What follows belongs to an exercise in optimizing a design on an open flow for small area, a short achievable clock period and few clock cycles per item; a production flow would make more cautious choices.
RTL that was checked went through simulation tests only; none was proved equivalent to the original.
Power and IR drop assume default switching activity.

==> module decimal_to_bcd, before the edit <==
module decimal_to_bcd #(
    parameter INPUT_WIDTH = 14,
    parameter DECIMAL_DIGITS = 4
)(
    input wire clk_i,
    input wire rst_i,
    input wire start_i,
    input wire [INPUT_WIDTH-1 : 0] binary_i,
    output reg [DECIMAL_DIGITS*4-1 : 0] bcd_o,
    output reg done_o
);
function [3:0] dstep;
    input [2:0] q;
    input c;
    begin
        dstep[3] = q[2] | (c & q[1]) | (q[0] & q[1]);
        dstep[2] = (c & q[2]) | (~c & ~q[0] & q[1]);
        dstep[1] = (c & q[0] & ~q[2]) | (~c & q[0] & ~q[1]);
        dstep[0] = q[2] | (~c & q[1]) | (c & ~q[1]);
    end
endfunction
function [3:0] tobcd;
    input [2:0] q;
    input c;
    begin
        tobcd[3] = q[2];
        tobcd[2] = q[1];
        tobcd[1] = (q[0] & ~q[2]);
        tobcd[0] = c;
    end
endfunction
function [15:0] front;
    input [13:0] b;
    reg [11:0] q;
    reg [3:0] h, c, t;
    integer i, j;
    begin
        q = 12'd0;
        h = 4'd0;
        for (i = 0; i < 9; i = i + 1) begin
            c = {h[2:0], b[13 - i]};
            for (j = 0; j < 4; j = j + 1) begin
                t = dstep(q[j*3 +: 3], c[j]);
                q[j*3 +: 3] = t[2:0];
                h[j] = t[3];
            end
        end
        c = {h[2:0], b[4]};
        for (j = 0; j < 4; j = j + 1)
            front[j*4 +: 4] = {q[j*3 +: 3], c[j]};
    end
endfunction
function [15:0] back;
    input [19:0] m;
    reg [11:0] q;
    reg [3:0] h, c, t;
    integer i, j;
    begin
        for (j = 0; j < 4; j = j + 1) begin
            t = dstep(m[4 + j*4 + 1 +: 3], m[4 + j*4]);
            q[j*3 +: 3] = t[2:0];
            h[j] = t[3];
        end
        for (i = 0; i < 3; i = i + 1) begin
            c = {h[2:0], m[3 - i]};
            for (j = 0; j < 4; j = j + 1) begin
                t = dstep(q[j*3 +: 3], c[j]);
                q[j*3 +: 3] = t[2:0];
                h[j] = t[3];
            end
        end
        c = {h[2:0], m[0]};
        for (j = 0; j < 4; j = j + 1)
            back[j*4 +: 4] = tobcd(q[j*3 +: 3], c[j]);
    end
endfunction
wire [15:0] front_w = front(binary_i);
reg  [16:0] mid;
always @(posedge clk_i) begin
    mid <= {front_w[12], front_w[11], front_w[10], front_w[9], front_w[8], front_w[7], front_w[6], front_w[5], front_w[4], front_w[3], front_w[2], front_w[1], front_w[0], binary_i[3:0]};
end
always @(posedge clk_i or posedge rst_i) begin
    if (rst_i) done_o <= 1'b0;
    else       done_o <= start_i;
end
wire [19:0] midx = {1'b0, 1'b0, 1'b0, mid[16], mid[15], mid[14], mid[13], mid[12], mid[11], mid[10], mid[9], mid[8], mid[7], mid[6], mid[5], mid[4], mid[3:0]};
always @(*) bcd_o = back(midx);
endmodule
Settings: LEC_CHECK=0, ABC_AREA=1, CAP_MARGIN=20, CORE_MARGIN=2, CORE_UTILIZATION=40, SLEW_MARGIN=20; clock period 10.0 ns.
standard.sh (not shown) runs the stock make flow with config.mk's settings and CLKGATE_MAP_FILE= SYNTH_SCRIPT=/design/flow/synth_recipe.tcl, a recipe that flattens the netlist after the stock synthesis.
==> flow/flow/run.sh <==
#!/bin/bash
# Own layout flow: the standard layout (standard.sh), changed in three ways:
#  - synthesis is ORFS's own synth script (standard.sh synth) with ORFS's ABC
#    area script swapped for flow/abc_area.script; only the combinational
#    mapping changes, the registers and their names are the standard ones;
#  - the port buffers use the smallest buffer instead of the default cell;
#  - clock tree synthesis uses clkbuf_4 cells and no dummy load cell.
# Each make run writes its full output to a log file here (ORFS also keeps
# its per-step logs under orfs/logs).
set -euo pipefail
W=$(pwd)
BUF=sky130_fd_sc_hd__buf_1
CTS="-sink_clustering_enable -repair_clock_nets -dont_use_dummy_load -root_buf sky130_fd_sc_hd__clkbuf_4 -buf_list sky130_fd_sc_hd__clkbuf_4 -sink_clustering_size 30 -sink_clustering_max_diameter 500"
rm -rf "$W/scripts_mod"
cp -r "$FLOW_HOME/scripts" "$W/scripts_mod"
cp "$W/flow/abc_area.script" "$W/scripts_mod/abc_area.script"
bash standard.sh SCRIPTS_DIR="$W/scripts_mod" ABC_AREA=1 synth > "$W/synth.log" 2>&1
bash standard.sh "BUFFER_PORTS_ARGS=-buffer_cell $BUF" "CTS_ARGS=$CTS" finish > "$W/layout.log" 2>&1
==> flow/flow/abc_area.script <==
strash
&get -n
&dch -f
&nf -R 1000
&put
topo
dnsize -c
The starting point ran to the end with no violations.
Testbench counts at the start, summed over its fixed seeds: cycles 2,048, items 2,048.
Next try:
--- a/flow/design.v
+++ b/flow/design.v
@@ -14,19 +14,19 @@
     input [2:0] q;
     input c;
     begin
-        dstep[3] = q[2] | (c & q[1]) | (q[0] & q[1]);
-        dstep[2] = (c & q[2]) | (~c & ~q[0] & q[1]);
-        dstep[1] = (c & q[0] & ~q[2]) | (~c & q[0] & ~q[1]);
-        dstep[0] = q[2] | (~c & q[1]) | (c & ~q[1]);
+        dstep[3] = (c & q[1]) | (q[0] & q[1]);
+        dstep[2] = (q[0] & ~q[1]) | (~c & q[0] & ~q[2]) | (c & q[0] & q[2]);
+        dstep[1] = (~c & ~q[0] & q[2]) | (c & q[0]) | (q[0] & ~q[2]);
+        dstep[0] = (~c & q[1]) | (c & ~q[2]);
     end
 endfunction
 function [3:0] tobcd;
     input [2:0] q;
     input c;
     begin
-        tobcd[3] = q[2];
-        tobcd[2] = q[1];
-        tobcd[1] = (q[0] & ~q[2]);
+        tobcd[3] = (q[1] & ~q[2]);
+        tobcd[2] = q[2];
+        tobcd[1] = (q[0] & ~q[1]) | (q[0] & q[2]);
         tobcd[0] = c;
     end
 endfunction
Flip-flop and latch count does not change.
Power rises by 20%.
Die area came out higher by 3.1%.
Design area climbs by 3.3%.
Synthesized area rose by 3.3%.
Worst setup slack got worse by 0.046 ns.
Routed wire length shrinks by 3.9%.
Via count goes down by 7.3%.
Utilization went down by 1.4 points.
Global-route usage decreases by 0.96 points.
Only the layout flow was run in the second run of this note; the RTL was not checked for function there.

========
## cedar
The RTL this note starts from:
==> flow/design.v <==
`timescale 1ns / 1ps
module decimal_to_bcd #(
    parameter INPUT_WIDTH = 14,
    parameter DECIMAL_DIGITS = 4
)(
    input wire clk_i,
    input wire rst_i,
    input wire start_i,
    input wire [INPUT_WIDTH-1 : 0] binary_i,
    output reg [DECIMAL_DIGITS*4-1 : 0] bcd_o,
    output reg done_o
);
localparam integer W = INPUT_WIDTH + DECIMAL_DIGITS*4 + 4;
reg [INPUT_WIDTH-1:0] binary_val;
always @(posedge clk_i) begin
    binary_val <= binary_i;
end
always @(posedge clk_i or posedge rst_i) begin
    if (rst_i) done_o <= 1'b0;
    else       done_o <= start_i;
end
reg [W-1:0] sr;
integer i, d;
always @(*) begin
    sr = {{(W-INPUT_WIDTH){1'b0}}, binary_val};
    for (i = 0; i < INPUT_WIDTH; i = i + 1) begin
        for (d = 0; d <= DECIMAL_DIGITS; d = d + 1) begin
            if (sr[INPUT_WIDTH + d*4 +: 4] > 4)
                sr[INPUT_WIDTH + d*4 +: 4] = sr[INPUT_WIDTH + d*4 +: 4] + 4'd3;
        end
        sr = sr << 1;
    end
    bcd_o = sr[INPUT_WIDTH +: DECIMAL_DIGITS*4];
end
endmodule
==> flow/config.mk <==
export PLATFORM = sky130hd
export DESIGN_NAME = decimal_to_bcd
export DESIGN_NICKNAME = decimal_to_bcd
export VERILOG_FILES = /design/flow/design.v
export SDC_FILE = /design/flow/constraint.sdc
export NUM_CORES = 4
export LEC_CHECK = 0
export CAP_MARGIN = 20
export CORE_MARGIN = 2
export CORE_UTILIZATION = 40
export SLEW_MARGIN = 20
==> flow/constraint.sdc <==
create_clock -name core_clock -period 10.0 [get_ports {clk_i}]
set_input_delay 2.0000 -clock core_clock [delete_from_list [all_inputs] [get_ports {clk_i}]]
set_output_delay 2.0000 -clock core_clock [all_outputs]
set_load 0.01 [all_outputs]
run.sh (not shown) runs the stock make flow with config.mk's settings and CLKGATE_MAP_FILE= SYNTH_SCRIPT=/design/flow/synth_recipe.tcl, a recipe that flattens the netlist after the stock synthesis.
Stock flow here: none of the scripts above is used.
Testbench counts of cedar, summed over its fixed seeds: cycles 2,048, items 2,048.
The inputs of quartz differ from those of cedar as listed below.
==> flow/design.v, changed modules only <==
module decimal_to_bcd #(
    parameter INPUT_WIDTH = 14,
    parameter DECIMAL_DIGITS = 4
)(
    input wire clk_i,
    input wire rst_i,
    input wire start_i,
    input wire [INPUT_WIDTH-1 : 0] binary_i,
    output reg [DECIMAL_DIGITS*4-1 : 0] bcd_o,
    output reg done_o
);
localparam integer W = INPUT_WIDTH + DECIMAL_DIGITS*4 + 4;
reg [W-1:0] sr;
integer i, d;
always @(*) begin
    sr = {{(W-INPUT_WIDTH){1'b0}}, binary_i};
    for (i = 0; i < INPUT_WIDTH; i = i + 1) begin
        for (d = 0; d <= DECIMAL_DIGITS; d = d + 1) begin
            if (sr[INPUT_WIDTH + d*4 +: 4] > 4)
                sr[INPUT_WIDTH + d*4 +: 4] = sr[INPUT_WIDTH + d*4 +: 4] + 4'd3;
        end
        sr = sr << 1;
    end
end
always @(posedge clk_i) begin
    bcd_o <= sr[INPUT_WIDTH +: DECIMAL_DIGITS*4];
end
always @(posedge clk_i or posedge rst_i) begin
    if (rst_i) done_o <= 1'b0;
    else       done_o <= start_i;
end
endmodule
--- outcome ---
Changes observed in quartz relative to cedar: critical path depth down about 12%; clock sink total up 2; core occupancy in the finished layout down 3.3 points; share of cell area taken by flip-flops and latches up 0.56 points; maximum number of pins on one net before global-route repair down 9.1%.
Portion of the post-synthesis area used by sequential elements for quartz: 0.29 points up relative to cedar
Cell area after placement: quartz > cedar
Re area of all placed cells without fillers: quartz and cedar aren't equal, and the lower value belongs to cedar.
Taking cedar over quartz, the routed metal-1 wirelength ratio works out to 0.857.
quartz against cedar: number of placed instances with taps included now larger; worst hold slack climbed 0.020 ns.
Signal arrival time at the worst endpoint, quartz and cedar: larger value in quartz
Changes observed in quartz relative to cedar: highest attainable clock frequency rose about 1.4%, placer's final routability congestion estimate shows no meaningful change.
Testbench counts of quartz, summed over its fixed seeds: cycles 2,048, items 2,048.

port drivers added, routing unchanged:
Ports are ideal in the flow. The routed layouts listed here were re-timed in OpenROAD. Step 1, drivers: a clkbuf_16 drives clk_i and a buf_2 each remaining input, both assumed. Step 2 moves the port delays by t, midway between the first and last clock arrival at a register: inputs arrive t later, outputs are due t later. That takes back most of the time a late clock gives input paths. a / b / c = ideal ports / drivers / drivers and shift; a / b = the first two.
run	t, ns	setup slack, ns	hold slack, ns	latest minus earliest clock arrival (ns)	worst data-port slew with drivers (ns)
the first run of note 1	0.295	5.513 / 5.512 / 5.220	1.507 / 1.505 / 1.800	0.010 / 0.010	0.03
the second run of note 1	0.301	5.467 / 5.444 / 5.384	1.501 / 1.498 / 1.800	0.008 / 0.009	0.03
cedar	0.286	0.407 / 0.378 / 0.664	1.866 / 1.856 / 2.143	0.004 / 0.005	0.03
quartz	0.278	0.542 / 0.551 / 0.273	1.886 / 1.876 / 2.154	0.003 / 0.002	0.03
After both steps every run listed still meets setup and hold. The setup slack of the first run of note 1, which loses most, moves by -0.001 ns with the drivers and by -0.293 ns with both steps.
